This design comes from an exercise in tuning for small area on the open sky130 flow, not from production work. Only simulation tests tie the RTL to the original design; equivalence was not proved. Power figures rest on the tool's default switching activity, not on a simulated workload.

==> design.v <==
module io_word8 (
    input            clk,
    input            we,
    input            wen,
    input      [7:0] d,
    output reg [7:0] q
);
always @(posedge clk)
    q <= (d & {8{we}}) | (q & {8{wen}});
endmodule
module io_word8r (
    input            clk,
    input            rst,
    input            we,
    input            wen,
    input      [7:0] d,
    output reg [7:0] q
);
always @(posedge clk or posedge rst)
    if (rst) q <= 8'h00;
    else     q <= (d & {8{we}}) | (q & {8{wen}});
endmodule
module io_reg8r (
    input            clk,
    input            rst,
    input      [7:0] d,
    output reg [7:0] q
);
always @(posedge clk or posedge rst)
    if (rst) q <= 8'h00;
    else     q <= d;
endmodule
module io_sel3 (
    input  [2:0] s,
    input  [7:0] a0,
    input  [7:0] a1,
    input  [7:0] a2,
    output [7:0] yn
);
assign yn = ~((a0 & {8{s[0]}}) | (a1 & {8{s[1]}}) | (a2 & {8{s[2]}}));
endmodule
module io_sel2 (
    input  [1:0] s,
    input  [7:0] a0,
    input  [7:0] a1,
    output [7:0] yn
);
assign yn = ~((a0 & {8{s[0]}}) | (a1 & {8{s[1]}}));
endmodule
module io_architecture(
    input CLK, RESET,  
    input [7:0] DATA_IN,  
    input [7:0] IO_ADDR,  
    input [7:0] MEM_ADDR,  
    input [7:0] DMA_DATA,  
    input PIO_READ, PIO_WRITE,  
    input DMA_REQUEST, DMA_ACK,  
    output [7:0] DATA_OUT,  
    output [7:0] MEM_OUT,  
    output reg PIO_STATUS,  
    output reg DMA_STATUS  
);
wire pio_in  = (IO_ADDR[7:4] == 4'd0);           
wire pio_wr  = PIO_WRITE & pio_in & ~RESET;               
wire pio_rd  = ~PIO_WRITE & PIO_READ;             
wire pio_rds = pio_rd & pio_in;                   
wire [15:0] pio_we, pio_wen, pio_rs;
wire [7:0]  io_q [15:0];
genvar i;
generate for (i = 0; i < 16; i = i + 1) begin : pio
    assign pio_we[i]  = pio_wr  & (IO_ADDR[3:0] == i);
    assign pio_wen[i] = ~pio_we[i];
    assign pio_rs[i]  = pio_rds & (IO_ADDR[3:0] == i);
    io_word8 dev (.clk(CLK), .we(pio_we[i]), .wen(pio_wen[i]), .d(DATA_IN), .q(io_q[i]));
end endgenerate
wire [7:0] pio_n0, pio_n1, pio_n2, pio_n3, pio_n4, pio_n5;
io_sel3 prd0 (.s(pio_rs[2:0]),   .a0(io_q[0]),  .a1(io_q[1]),  .a2(io_q[2]),  .yn(pio_n0));
io_sel3 prd1 (.s(pio_rs[5:3]),   .a0(io_q[3]),  .a1(io_q[4]),  .a2(io_q[5]),  .yn(pio_n1));
io_sel3 prd2 (.s(pio_rs[8:6]),   .a0(io_q[6]),  .a1(io_q[7]),  .a2(io_q[8]),  .yn(pio_n2));
io_sel3 prd3 (.s(pio_rs[11:9]),  .a0(io_q[9]),  .a1(io_q[10]), .a2(io_q[11]), .yn(pio_n3));
io_sel3 prd4 (.s(pio_rs[14:12]), .a0(io_q[12]), .a1(io_q[13]), .a2(io_q[14]), .yn(pio_n4));
io_sel2 prd5 (.s({~pio_rd, pio_rs[15]}), .a0(io_q[15]), .a1(DATA_OUT), .yn(pio_n5));
wire [7:0] pio_d = ~(pio_n0 & pio_n1 & pio_n2 & pio_n3 & pio_n4 & pio_n5);
io_reg8r dout (.clk(CLK), .rst(RESET), .d(pio_d), .q(DATA_OUT));
always @(posedge CLK or posedge RESET)
    if (RESET) PIO_STATUS <= 1'b0;
    else       PIO_STATUS <= PIO_WRITE | PIO_READ;
wire dma_in  = (MEM_ADDR[7:5] == 3'd0);           
wire dma_req = DMA_REQUEST & ~DMA_ACK;            
wire dma_wr  = dma_req & dma_in & ~RESET;                 
wire dma_rds = DMA_ACK & dma_in;                  
wire [7:0] dma_buffer;
io_word8r dbuf (.clk(CLK), .rst(RESET), .we(dma_req), .wen(~dma_req), .d(DMA_DATA), .q(dma_buffer));
wire [31:0] mem_we, mem_wen, mem_rs;
wire [7:0]  mem_q [31:0];
generate for (i = 0; i < 32; i = i + 1) begin : mem
    assign mem_we[i]  = dma_wr  & (MEM_ADDR[4:0] == i);
    assign mem_wen[i] = ~mem_we[i];
    assign mem_rs[i]  = dma_rds & (MEM_ADDR[4:0] == i);
    io_word8 word (.clk(CLK), .we(mem_we[i]), .wen(mem_wen[i]), .d(dma_buffer), .q(mem_q[i]));
end endgenerate
wire [7:0] dma_n [10:0];
generate for (i = 0; i < 10; i = i + 1) begin : mrd
    io_sel3 s (.s(mem_rs[3*i+2:3*i]), .a0(mem_q[3*i]), .a1(mem_q[3*i+1]), .a2(mem_q[3*i+2]), .yn(dma_n[i]));
end endgenerate
io_sel3 mrd10 (.s({~DMA_ACK, mem_rs[31:30]}), .a0(mem_q[30]), .a1(mem_q[31]), .a2(MEM_OUT), .yn(dma_n[10]));
wire [7:0] mem_d = ~(dma_n[0] & dma_n[1] & dma_n[2] & dma_n[3] & dma_n[4] & dma_n[5] &
                     dma_n[6] & dma_n[7] & dma_n[8] & dma_n[9] & dma_n[10]);
io_reg8r mout (.clk(CLK), .rst(RESET), .d(mem_d), .q(MEM_OUT));
always @(posedge CLK or posedge RESET)
    if (RESET) DMA_STATUS <= 1'b0;
    else       DMA_STATUS <= dma_req;
endmodule
==> run.sh <==
#!/bin/bash
# synth_recipe.tcl (not shown) runs the flow's synth.tcl, then flattens the netlist and writes it again
# the make line also repeats each setting of config.mk as NAME=value (left out here)
make -C /OpenROAD-flow-scripts/flow DESIGN_CONFIG=/design/flow/config.mk WORK_HOME=/design/flow/orfs CLKGATE_MAP_FILE= SYNTH_SCRIPT=/design/flow/synth_recipe.tcl finish
==> config.mk <==
export PLATFORM = sky130hd
export DESIGN_NAME = io_architecture
export DESIGN_NICKNAME = io_architecture
export VERILOG_FILES = /design/flow/design.v
export SDC_FILE = /design/flow/constraint.sdc
export NUM_CORES = 4
export LEC_CHECK = 0
export CAP_MARGIN = 20
export CORE_MARGIN = 2
export CORE_UTILIZATION = 60
export CTS_BUF_LIST = sky130_fd_sc_hd__clkbuf_4
export SLEW_MARGIN = 20
export SYNTH_HIERARCHICAL = 1
export SYNTH_MINIMUM_KEEP_SIZE = 0
==> constraint.sdc <==
create_clock -name core_clock -period 5.0 [get_ports {CLK}]
set_input_delay 1.0000 -clock core_clock [delete_from_list [all_inputs] [get_ports {CLK}]]
set_output_delay 1.0000 -clock core_clock [all_outputs]
set_load 0.01 [all_outputs]
==> summary.md, run 1 <==
| Metric | Value |
|---|---|
| CTS root buffer | clkbuf_4 |
| Overall Global Routing Usage | 0.321 |
| Routed len/inst | around 26 um |
| Initial DRC count | around 1.8k |
| Initial core utilization | 0.608 |
| Main flop type after synthesis | dfxtp_1 |
| Synth area leaders | dfxtp_1 (49%), a22o_1 (22%), a222oi_1 (8.1%) |
| Rows | 59 |
| Top cell type's share of synthesized area | 0.488 |
| Setup WS pre-CTS | between 700 and 800 ps |
| Layout cells sized above 1 | 0.135 |
| Vias | 12.5k |
| Post-synth EDFFs | 0 |
| Routed Antenna Nets | 0 |
| Maximum VDD drop | roughly 230 uV |
| Clock skew | around 56 ps |
| Largest net degree at the start of global routing | between 60 and 70 |
| Distinct cells, synth | 29 |
| R2r setup slk | approximately 3200 ps |
| Drt pass-1 iters | 12 |
| Skew-Pair Late Insertion Delay | ~740 ps |
| H-tree depth | 3 |
| Detailed-route DRC error count | 0 |
| Synthesized cell area | roughly 0.016 mm^2 |
| Antenna violations before repair | 1 |
| Reg area | about 0.0083 mm^2 |
| Post-DP Area | about 0.016 mm^2 |
| CP bufs+invs | 2 |
| Final period utilization | 0.706 |
| P per Cell Area | 375 mW/mm^2 |
| Setup crit end | mout.q[7] |
| Setup TNS | 0 ps |
| Final period demand of the worst path | 3530 ps |
| Hold-fix buffers, CTS | 0 |
| Setup crit start | DMA_ACK |
| Final Util | 0.655 |
| Die height | 166 um |
| Number of I/O pins | 56 |
| Die X | between 150 and 200 um |
| TritonCTS clock tree | yes |
| PostCTS Resize Cnt | 0 |
| CTS clock-pin slew for the worst setup and hold paths | about 60 ps |
| I/O Buffers | 55 |
| Post-synthesis sequential area ratio | 0.529 |
| Relative slew slack | 0.275 |
| Critical R2R Capture | mout.q[7] |
| Max Cap Viol | 0 |
| Pleak | roughly 6.3 nW |
| Post-synth top cells | a22o_1 (392), dfxtp_1 (384), a222oi_1 (128), nor3_1 (92), buf_6 (58) |
| Hold Fails Final Rpt | 0 |
| Syn_nets | 1378 |
| Final HPWL DP | approximately 30000 um |
| Area of the multi-input gates | 0.00624 mm^2 |
| Setup crit end kind | flip-flop |
| Final net count | 1391 |
| Hold Crit Class | flip-flop to flip-flop |
| Vias/cell | just over 7 |
| Routed WL | between 40000 and 50000 um |
| Max frequency | 0.283 GHz |
| Avg Inst Size Synth | around 12 um^2 |
| Global-route wire length before repair | ~70000 um |
| Cells after Synth | ~1.3k |
| Full die area | roughly 0.028 mm^2 |
| Cell taking the most area after synthesis | dfxtp_1 |
| Setup slack after layout | about 1500 ps |
| Endpoints failing setup | 0 |
| Core Region | ~0.026 mm^2 |
| RSZ-0062 raised after global routing | false |
| RePlAce Congestion | roughly 0.94 |
| YS warnings | 10 |
| Worst-path cell chain | clkdlybuf4s50_1 > or4b_1 > buf_4 > nor3_1 > a222oi_1 > nand4_1 > or3_1 |
| Crit start category | input port |
| Setup CP Type | input port to flip-flop |
| P&R area growth vs syn | 7.66% |
| Instance count on the critical path | 7 |
| Max Slew Vio Count | 0 |
| Post-CTS Setup Bufs | 0 |
| R2R Path Start | mem[6].word.q[7] |
| Total congestion overflow | 0 |
| Fin area | about 0.017 mm^2 |
| Register bit total from synthesis | about 400 |
| Crit-path max FO | 20 |
| Worst R2R Path Depth | 3 |
| Outcome | no timing/DRC/antenna violations |
| CP required | approximately 5600 ps |
| Worst path max stage delay | between 700 and 800 ps |
| Worst Path Arrival | approximately 4200 ps |
| Vias in the first global route | 11.9k |
| Slowest CP cell | or4b_1 |
| Num CTS Buffers | 101 |
| Asr flop ratio synth | 0.0634 |
| Clock Sinks | 410 |
| Max clock buf depth | 3 |
| Most frequent cell after synthesis | a22o_1 |
| Worst-Margin Slew | around 1100 ps |
| Filler Cell Count | around 2.1k |
| Worst path top cell family by delay | simple AND/OR/NAND/NOR gates |
worst min-delay path by stage:
stage / from / endpoint / cells after the start
2_1_floorplan: pio[10].dev.q[0] / pio[10].dev.q[0] / 1
3_5_place_dp: pio[2].dev.q[2] / pio[2].dev.q[2] / 1
3_3_place_gp: mem[3].word.q[0] / mem[3].word.q[0] / 1
4_1_cts: pio[4].dev.q[7] / pio[4].dev.q[7] / 1
5_1_grt: mem[21].word.q[2] / mem[21].word.q[2] / 1
6_report: pio[5].dev.q[1] / pio[5].dev.q[1] / 1
where the power goes:
| group | internal [mW] | switching, mW | leakage [nW] |
|---|---|---|---|
| registers | 3.33 | 0.0456 | 3.44 |
| logic | 0.0913 | 0.223 | 2.11 |
| clock network | 1.36 | 1.30 | 0.738 |
| total | 4.78 | 1.57 | 6.30 |
final cells by class:
| class | instances | area share |
|---|---|---|
| antenna | 2 | 0.000295 |
| clock buffer | 142 | 0.0628 |
| clock inverter | 30 | 0.00922 |
| inverter | 7 | 0.00155 |
| multi-input combinational | 756 | 0.368 |
| sequential | 410 | 0.491 |
| tap | 335 | 0.0247 |
| timing repair buffer | 77 | 0.0422 |
per-layer routing:
metal	track usage	vias up	part of all wire	wire length [um]
met5	0	-	0	0
met4	0.178	0	0.049	2250
met3	0.0641	145	0.081	3720
met2	0.487	718	0.45	20500
met1	0.431	6035	0.42	19400
li1	-	5614	-	-
modules after synthesis (local to each module, per instance):
module	flip-flops and latches	cells inside	times used
io_architecture	2	269	1
io_sel3	0	10	16
io_sel2	0	10	1
io_word8	8	18	48
io_reg8r	8	9	2
io_word8r	8	19	1
kinds of logic after synthesis:
logic type / Yosys count / synth area share
DFF: 410 / 0.529
buffers and inverters: 174 / 0.0759
and+or+nand+nor: 228 / 0.0894
AOI/OAI and AO/OA: 528 / 0.306
state kept, by name (all words and copies together) (netlist names):
register    count
pio.dev.q     128
dout.q          8
mem.word.q    256
dbuf.q          8
mout.q          8
PIO_STATUS      1
DMA_STATUS      1
metrics by stage:
stage | hold slack, ps | power [mW] | cells
global placement | 451 | 3.75 | 1585
CTS | 473 | 6.41 | 1757
finish | 468 | 6.35 | 1759
detailed placement | 453 | 3.75 | 1585
global route | 481 | 6.61 | 1759
floorplan | 439 | 3.58 | 1340
cells in the final DEF (no fill, tap or decap), drive strengths merged, types with 2 or more instances in the layout:
| master | count |
|---|---|
| inv | 10 |
| nand3b | 4 |
| or4b | 6 |
| clkbuf | 142 |
| nor3 | 92 |
| nor4 | 4 |
| nand3 | 17 |
| clkdlybuf4s50 | 55 |
| clkinv | 26 |
| nand4b | 4 |
| or3 | 56 |
| or3b | 5 |
| a22oi | 8 |
| or4 | 4 |
| a22o | 392 |
| nand4 | 17 |
| nand4bb | 7 |
| dfrtp | 26 |
| dfxtp | 384 |
| and4 | 8 |
| buf | 22 |
| a222oi | 128 |
| diode | 2 |
==> run 2, diff against run 1 <==
--- a/config.mk
+++ b/config.mk
@@ -9,5 +9,6 @@
 export CORE_MARGIN = 2
 export CORE_UTILIZATION = 60
-export CTS_BUF_LIST = sky130_fd_sc_hd__clkbuf_4
+export CTS_BUF_LIST = sky130_fd_sc_hd__clkbuf_8
+export CTS_CLUSTER_SIZE = 30
 export SLEW_MARGIN = 20
 export SYNTH_HIERARCHICAL = 1
==> run 2 against run 1 <==
Routed wire length down 0.20%. Die area unchanged. Global-route usage hardly changed. Critical endpoint unchanged. Largest cell class unchanged. Register-to-register slack better by 60 ps.
==> summary.md, run 2 <==
| Metric | Value |
|---|---|
| Fin area | roughly 0.017 mm^2 |
| Maximum VDD drop | around 390 uV |
| Hold Fails Final Rpt | 0 |
| Vias | about 12k |
| Largest net degree at the start of global routing | 65 |
| Met2 routed WL | 20500 um |
| Distinct cells, synth | 29 |
| Initial DRC count | a little under 2k |
| Outcome | no timing/DRC/antenna violations |
| Initial core utilization | 0.608 |
| Slowest CP cell | or4b_1 |
| Filler Cell Count | slightly above 2k |
| Final HPWL DP | 29800 um |
| CTS clock-pin slew for the worst setup and hold paths | about 60 ps |
| Worst-Margin Slew | 1080 ps |
| Worst path max stage delay | roughly 750 ps |
| Vias in the first global route | roughly 12k |
| Drt pass-1 iters | 10 |
| WL met1 | between 15000 and 20000 um |
| Final net count | 1358 |
| Max Slew Vio Count | 0 |
| Clock skew | about 15 ps |
| Routed len/inst | ~27 um |
| Area of the multi-input gates | roughly 0.0062 mm^2 |
| Skew-Pair Late Insertion Delay | 570 ps |
| Post-synth EDFFs | 0 |
| Post-CTS Setup Bufs | 0 |
| Synth area leaders | dfxtp_1 (49%), a22o_1 (22%), a222oi_1 (8.1%) |
| Crit-path max FO | 20 |
| Worst R2R Path Depth | 3 |
| Antenna violations before repair | 0 |
| CP required | between 5000 and 6000 ps |
| Overall Global Routing Usage | 0.320 |
| Reg area | 0.00834 mm^2 |
| Rows | 59 |
| Endpoints failing setup | 0 |
| Hold-fix buffers, CTS | 0 |
| Top reg by flops | mem.word.q |
| Synthesized cell area | approximately 0.016 mm^2 |
| Final period demand of the worst path | ~3700 ps |
| Max Cap Viol | 0 |
| Max reg flops | 256 |
| Total congestion overflow | 0 |
| Hold Crit Class | flip-flop to flip-flop |
| # diodes | 0 |
| Post-synth top cells | a22o_1 (392), dfxtp_1 (384), a222oi_1 (128), nor3_1 (92), buf_6 (58) |
| Worst Path Arrival | between 4000 and 5000 ps |
| I/O Buffers | between 50 and 60 |
| WHS | around 470 ps |
| Post-DP Area | 0.0157 mm^2 |
| Routed WL | around 46000 um |
| Finished Layout Cells | between 1.5k and 2k |
| CP bufs+invs | 2 |
| Relative slew slack | 0.275 |
| Most frequent cells in the layout | a22o_1 (392), dfxtp_1 (384), a222oi_1 (128), nor3_1 (90), clkbuf_8 (85) |
| Main flop type after synthesis | dfxtp_1 |
| R2R Path Start | mem[6].word.q[7] |
| Setup TNS | 0 ps |
| Top sig layer | met4 |
| Global-route wire length before repair | ~70000 um |
| Commonest non-fill, non-tap cell in the layout | a22o_1 |
| Detailed-route DRC error count | 0 |
| RePlAce Congestion | about 0.94 |
| CTS root buffer | clkbuf_8 |
| Met3 WL post-DR | 3900 um |
| Number of I/O pins | 56 |
| Pleak | about 6.3 nW |
| Max frequency | approximately 0.27 GHz |
| Critical R2R Capture | mout.q[7] |
| Final period utilization | 0.734 |
| Avg Inst Size Synth | between 10 and 15 um^2 |
| Top cell type's share of synthesized area | 0.488 |
| Clock Sinks | a little over 400 |
| Worst path top cell family by delay | simple AND/OR/NAND/NOR gates |
| Die height | 166 um |
| Max clock buf depth | 3 |
| YS warnings | 10 |
| Most frequent cell after synthesis | a22o_1 |
| Setup crit end | mout.q[7] |
| P per Cell Area | ~380 mW/mm^2 |
| Crit start category | input port |
| Leading registers by flop count | mem.word.q x256, pio.dev.q x128 |
| H-tree depth | 3 |
| Asr flop ratio synth | 0.0634 |
| Vias/cell | 7.25 |
| Routed Antenna Nets | 0 |
| TritonCTS clock tree | yes |
| Setup CP Type | input port to flip-flop |
| PostCTS Resize Cnt | 0 |
| Num CTS Buffers | 68 |
| Post-synthesis sequential area ratio | 0.529 |
| P&R area growth vs syn | 8.31% |
| Setup crit start | DMA_ACK |
| Syn_nets | between 1k and 1.5k |
| Die X | 166 um |
| Register bit total from synthesis | 410 |
| Full die area | around 0.028 mm^2 |
| Cell taking the most area after synthesis | dfxtp_1 |
| R2r setup slk | between 3000 and 4000 ps |
| Instance count on the critical path | 7 |
| Layout cells sized above 1 | 0.100 |
| Setup crit end kind | flip-flop |
| RSZ-0062 raised after global routing | false |
| Worst-path cell chain | clkdlybuf4s50_1 > or4b_1 > buf_4 > nor3_1 > a222oi_1 > nand4_1 > or3_1 |
| Dpl cells | 1585 |
| Cells after Synth | 1340 |
| Core Region | between 0.02 and 0.03 mm^2 |
[run 2: cell counts after synthesis]
Identical to the previous run, type by type.
[run 2: where the power goes]
group,internal (mW),switching (mW)
registers,3.34,0.0452
logic,0.0913,0.224
clock network,1.58,1.29
[run 2: worst min path at each step]
| stage | startpoint | end | depth (start not counted) |
|---|---|---|---|
| finish | pio[5].dev.q[1] | pio[5].dev.q[1] | 1 |
| detailed placement | pio[2].dev.q[2] | pio[2].dev.q[2] | 1 |
| global route | mem[21].word.q[2] | mem[21].word.q[2] | 1 |
| CTS | mem[17].word.q[2] | mem[17].word.q[2] | 1 |
| global placement | mem[3].word.q[0] | mem[3].word.q[0] | 1 |
| floorplan | pio[10].dev.q[0] | pio[10].dev.q[0] | 1 |
[run 2: stage by stage]
step	worst slack, ps	power, mW	utilization
6_report	1330	6.56	0.659
5_1_grt	1250	6.78	0.659
4_1_cts	1300	6.59	0.658
3_5_place_dp	713	3.75	0.607
3_3_place_gp	803	3.75	0.607
2_1_floorplan	2070	3.58	-
[run 2: kinds of logic (layout without fill, tap and decap cells)]
family                 after synthesis  in the layout  synth area share
AO/OA/AOI/OAI                      528            528             0.306
buffers and inverters              174            199            0.0759
flip-flops                         410            410             0.529
AND/OR/NAND/NOR                    228            228            0.0894
[run 2: cell type report]
class                   count  area share
clock buffers              85      0.0685
clock inverters            30     0.00931
inverters                   7     0.00154
multi-input cells         756       0.366
flip-flops and latches    410       0.489
well taps                 335      0.0246
repair buffers             77      0.0419
[run 2: modules after synthesis (local to each module, per instance)]
module           area (um^2)  times used
io_architecture         1660           1
io_word8r                297           1
io_word8                 246          48
io_reg8r                 204           2
io_sel2                  123           1
io_sel3                 90.1          16
[run 2: per-layer routing]
layer,vias up,GRT usage
met5,-,0
met3,142,0.0624
met4,0,0.157
met2,725,0.493
li1,5490,-
met1,5964,0.434
[run 2: worst reg2reg max path: stages (launching register included)]
cell,delay (ps)
dfxtp_1,320
a222oi_1,560
nand4_1,320
or3_1,440
==> run 3, diff against run 2 <==
--- a/config.mk
+++ b/config.mk
@@ -8,7 +8,5 @@
 export CAP_MARGIN = 20
 export CORE_MARGIN = 2
-export CORE_UTILIZATION = 60
-export CTS_BUF_LIST = sky130_fd_sc_hd__clkbuf_8
-export CTS_CLUSTER_SIZE = 30
+export CORE_UTILIZATION = 40
 export SLEW_MARGIN = 20
 export SYNTH_HIERARCHICAL = 1
==> run 3 against run 2 <==
Still clean. Routed wire length increased by 1.8%. Non-clock buffer count decreased by 2. Design area increased by 1.6%. Die area increased by 49%. Area after synthesis unchanged. Power increased by 4.8%. Setup slack improved by 29 ps. Utilization decreased by 21 points. Final cell count increased by 8.4%. Register-to-register slack got worse by 60 ps. Critical path type unchanged. Critical endpoint unchanged.
==> summary.md, run 3 <==
| Metric | Value |
|---|---|
| Setup crit end kind | flip-flop |
| Routed WL | 46600 um |
| Routed Antenna Nets | 0 |
| Vias | 12.2k |
| CP required | between 5000 and 6000 ps |
| Comb pwr share | 0.048 |
| # diodes | 0 |
| Top reg by flops | mem.word.q |
| Largest family of logic cells by synthesized area | compound AO/OA/AOI/OAI gates |
| Post-CTS Setup Bufs | 0 |
| Cells after Synth | ~1.3k |
| Worst path max stage delay | approximately 640 ps |
| Layout cells sized above 1 | 0.0762 |
| Routed len/inst | 25.3 um |
| Clock skew | about 7.8 ps |
| Post-DP Area | ~0.016 mm^2 |
| Vias in the first global route | between 10k and 15k |
| Hold-fix buffers, CTS | 0 |
| Die height | 202 um |
| Avg Inst Size Synth | 11.8 um^2 |
| P&R area growth vs syn | 10.1% |
| Most frequent cell after synthesis | a22o_1 |
| Relative slew slack | 0.294 |
| Vias/cell | around 6.6 |
| P per Cell Area | approximately 400 mW/mm^2 |
| Post-synth top cells | a22o_1 (392), dfxtp_1 (384), a222oi_1 (128), nor3_1 (92), buf_6 (58) |
| Full die area | around 0.041 mm^2 |
| Initial core utilization | 0.407 |
| Clock Sinks | 410 |
| Endpoints failing setup | 0 |
| Number of I/O pins | 56 |
| Compound-Gate Fraction of Synth Area | 0.306 |
| Worst Path Arrival | 4070 ps |
| Final HPWL DP | between 30000 and 40000 um |
| Setup WS pre-CTS | between 900 and 1000 ps |
| Crit start category | input port |
| Register bit total from synthesis | around 400 |
| Antenna violations before repair | 0 |
| Max Slew Vio Count | 0 |
| Max reg flops | between 200 and 300 |
| Fin area | around 0.017 mm^2 |
| R2r setup slk | between 3000 and 4000 ps |
| PostCTS Resize Cnt | 0 |
| Final net count | 1330 |
| Synth area leaders | dfxtp_1 (49%), a22o_1 (22%), a222oi_1 (8.1%) |
| Reg power frac | 0.490 |
| Max clock buf depth | 3 |
| CTS root buffer | clkbuf_16 |
| Leading registers by flop count | mem.word.q x256, pio.dev.q x128 |
| Cell taking the most area after synthesis | dfxtp_1 |
| I/O Buffers | 55 |
| Final period utilization | 0.728 |
| XOR/XNOR Fraction of Synth Area | 0 |
| RSZ-0062 raised after global routing | false |
| Distinct cells, synth | 29 |
| Final period demand of the worst path | 3640 ps |
| Initial DRC count | between 1.5k and 2k |
| Post-synthesis sequential area ratio | 0.529 |
| Max Cap Viol | 0 |
| CP bufs+invs | 2 |
| CTS clock-pin slew for the worst setup and hold paths | 60 ps |
| Reg area | roughly 0.0083 mm^2 |
| YS warnings | 10 |
| Hold Crit Class | flip-flop to flip-flop |
| TritonCTS clock tree | yes |
| Largest net degree at the start of global routing | just under 50 |
| Syn_nets | 1378 |
| Pleak | 6.25 nW |
| Hold Fails Final Rpt | 0 |
| Max frequency | roughly 0.27 GHz |
| Maximum VDD drop | around 240 uV |
| Switching part of the total power | 0.228 |
| Synth Area in Adders | 0 |
| Synthesized cell area | between 0.015 and 0.02 mm^2 |
| Rows | roughly 70 |
| Skew-Pair Late Insertion Delay | between 500 and 600 ps |
| H-tree depth | 2 |
| Post-synth EDFFs | 0 |
| Core Region | roughly 0.039 mm^2 |
| Detailed-route DRC error count | 0 |
| Outcome | no timing/DRC/antenna violations |
| Most frequent cells in the layout | a22o_1 (392), dfxtp_1 (384), a222oi_1 (128), nor3_1 (92) |
| Die X | just over 200 um |
| Setup TNS | 0 ps |
| Finished Layout Cells | between 1.5k and 2k |
| Crit-path max FO | 20 |
| Filler Cell Count | between 3k and 4k |
| Internal power | 5.31 mW |
| RePlAce Congestion | approximately 0.94 |
| Worst-Margin Slew | 1050 ps |
| Main flop type after synthesis | dfxtp_1 |
| Commonest non-fill, non-tap cell in the layout | a22o_1 |
| Setup slack after layout | 1360 ps |
| Global-route wire length before repair | a little over 70000 um |
| Drt pass-1 iters | 9 |
| Top cell type's share of synthesized area | 0.488 |
| Total congestion overflow | 0 |
| Worst-path cell chain | clkdlybuf4s50_1 > or4b_1 > buf_4 > nor3_1 > a222oi_1 > nand4_1 > or3_1 |
| Overall Global Routing Usage | 0.221 |
| Slowest CP cell | a222oi_1 |
| Psw | between 1.5 and 2 mW |
| Dpl cells | between 1.5k and 2k |
| Mux share of post-synthesis cell area | 0 |
| Post-Synth Simple-Gate Area | 0.0894 |
| Area of the multi-input gates | 0.00622 mm^2 |
| Clock group share of total power | 0.461 |
| Setup CP Type | input port to flip-flop |
| Worst path top cell family by delay | simple AND/OR/NAND/NOR gates |
| Asr flop ratio synth | 0.0634 |
| Num CTS Buffers | between 40 and 50 |
## run 3: worst paths after layout
path | startpoint | to | cells after the start
worst max-delay path | DMA_ACK | mout.q[7] | 7
worst min-delay path | pio[14].dev.q[3] | pio[14].dev.q[3] | 1
max in group asynchronous | RESET | mout.q[6] | 2
min in group asynchronous | RESET | PIO_STATUS | 2
worst max register to register | mem[0].word.q[7] | mout.q[7] | 3
worst min register to register | pio[14].dev.q[3] | pio[14].dev.q[3] | 1
## run 3: cells by family (layout without fill, tap and decap cells)
logic type | Yosys count | after routing
flops | 410 | 410
buf+inv | 174 | 159
simple gates | 228 | 228
compound gates | 528 | 528
## run 3: per-layer routing
layer,global-route usage,vias up,routed length (um)
met2,0.359,611,21100
met4,0.102,0,2190
met5,0,-,0
met1,0.288,6017,19900
li1,-,5433,-
met3,0.0371,173,3310
## run 3: per-module statistics from Yosys, one instance, submodules excluded
module           cells  flip-flops and latches  area, um^2
io_sel2             10                       0         123
io_word8            18                       8         246
io_word8r           19                       8         297
io_reg8r             9                       8         204
io_architecture    269                       2        1660
io_sel3             10                       0        90.1
## run 3: per-stage QoR
step	utilization	hold slack [ps]	power, mW
final	0.448	469	6.88
after global routing	0.448	481	7.08
after CTS	0.448	472	6.94
after detailed placement	0.411	452	3.77
after global placement	0.411	452	3.76
after floorplan	-	439	3.58
## run 3: cell type report
cell class,instances,area share
clock buffers,64,0.0743
flip-flops and latches,410,0.481
repair buffers,75,0.0404
well taps,518,0.0374
inverters,7,0.00151
clock inverters,13,0.00685
multi-input cells,756,0.359
## run 3: power groups by stage
stage / combinational [mW] / clock, mW / sequential, mW
6_report: 0.333 / 3.18 / 3.37
4_1_cts: 0.326 / 3.24 / 3.37
3_5_place_dp: 0.325 / 0 / 3.44
5_1_grt: 0.347 / 3.36 / 3.38
3_3_place_gp: 0.321 / 0 / 3.44
2_1_floorplan: 0.104 / 0 / 3.48

## separate check: timing with driven ports
The flow's constraints put no driver on any port. The routed layouts listed below were extracted and timed again, unchanged, in two steps. Step 1 assumes that a clkbuf_16 drives the clock port and a buf_2 every other input. Step 2 moves the port delays by t, midway between the first and last clock arrival at a register: inputs arrive t later, outputs are due t later. That takes back most of the time a late clock gives input paths. Three values: no drivers, after step 1, after step 2; two values: the first two.
run | t, ns | setup slack, ns | hold WS [ns] | clock arrival spread, ns | slew at the worst register clock pin (ns)
run 1 | 0.755 | 1.471 / 1.491 / 0.736 | 0.468 / 0.468 / 0.468 | 0.056 / 0.056 | 0.08 / 0.08
run 2 | 0.607 | 1.332 / 1.355 / 0.748 | 0.468 / 0.468 / 0.468 | 0.017 / 0.017 | 0.07 / 0.07
run 3 | 0.599 | 1.361 / 1.393 / 0.795 | 0.469 / 0.469 / 0.469 | 0.011 / 0.011 | 0.07 / 0.07
After both steps every run listed still meets setup and hold. For run 1, which loses most, drivers alone change the setup slack by +0.020 ns; drivers and shift together by -0.735 ns.
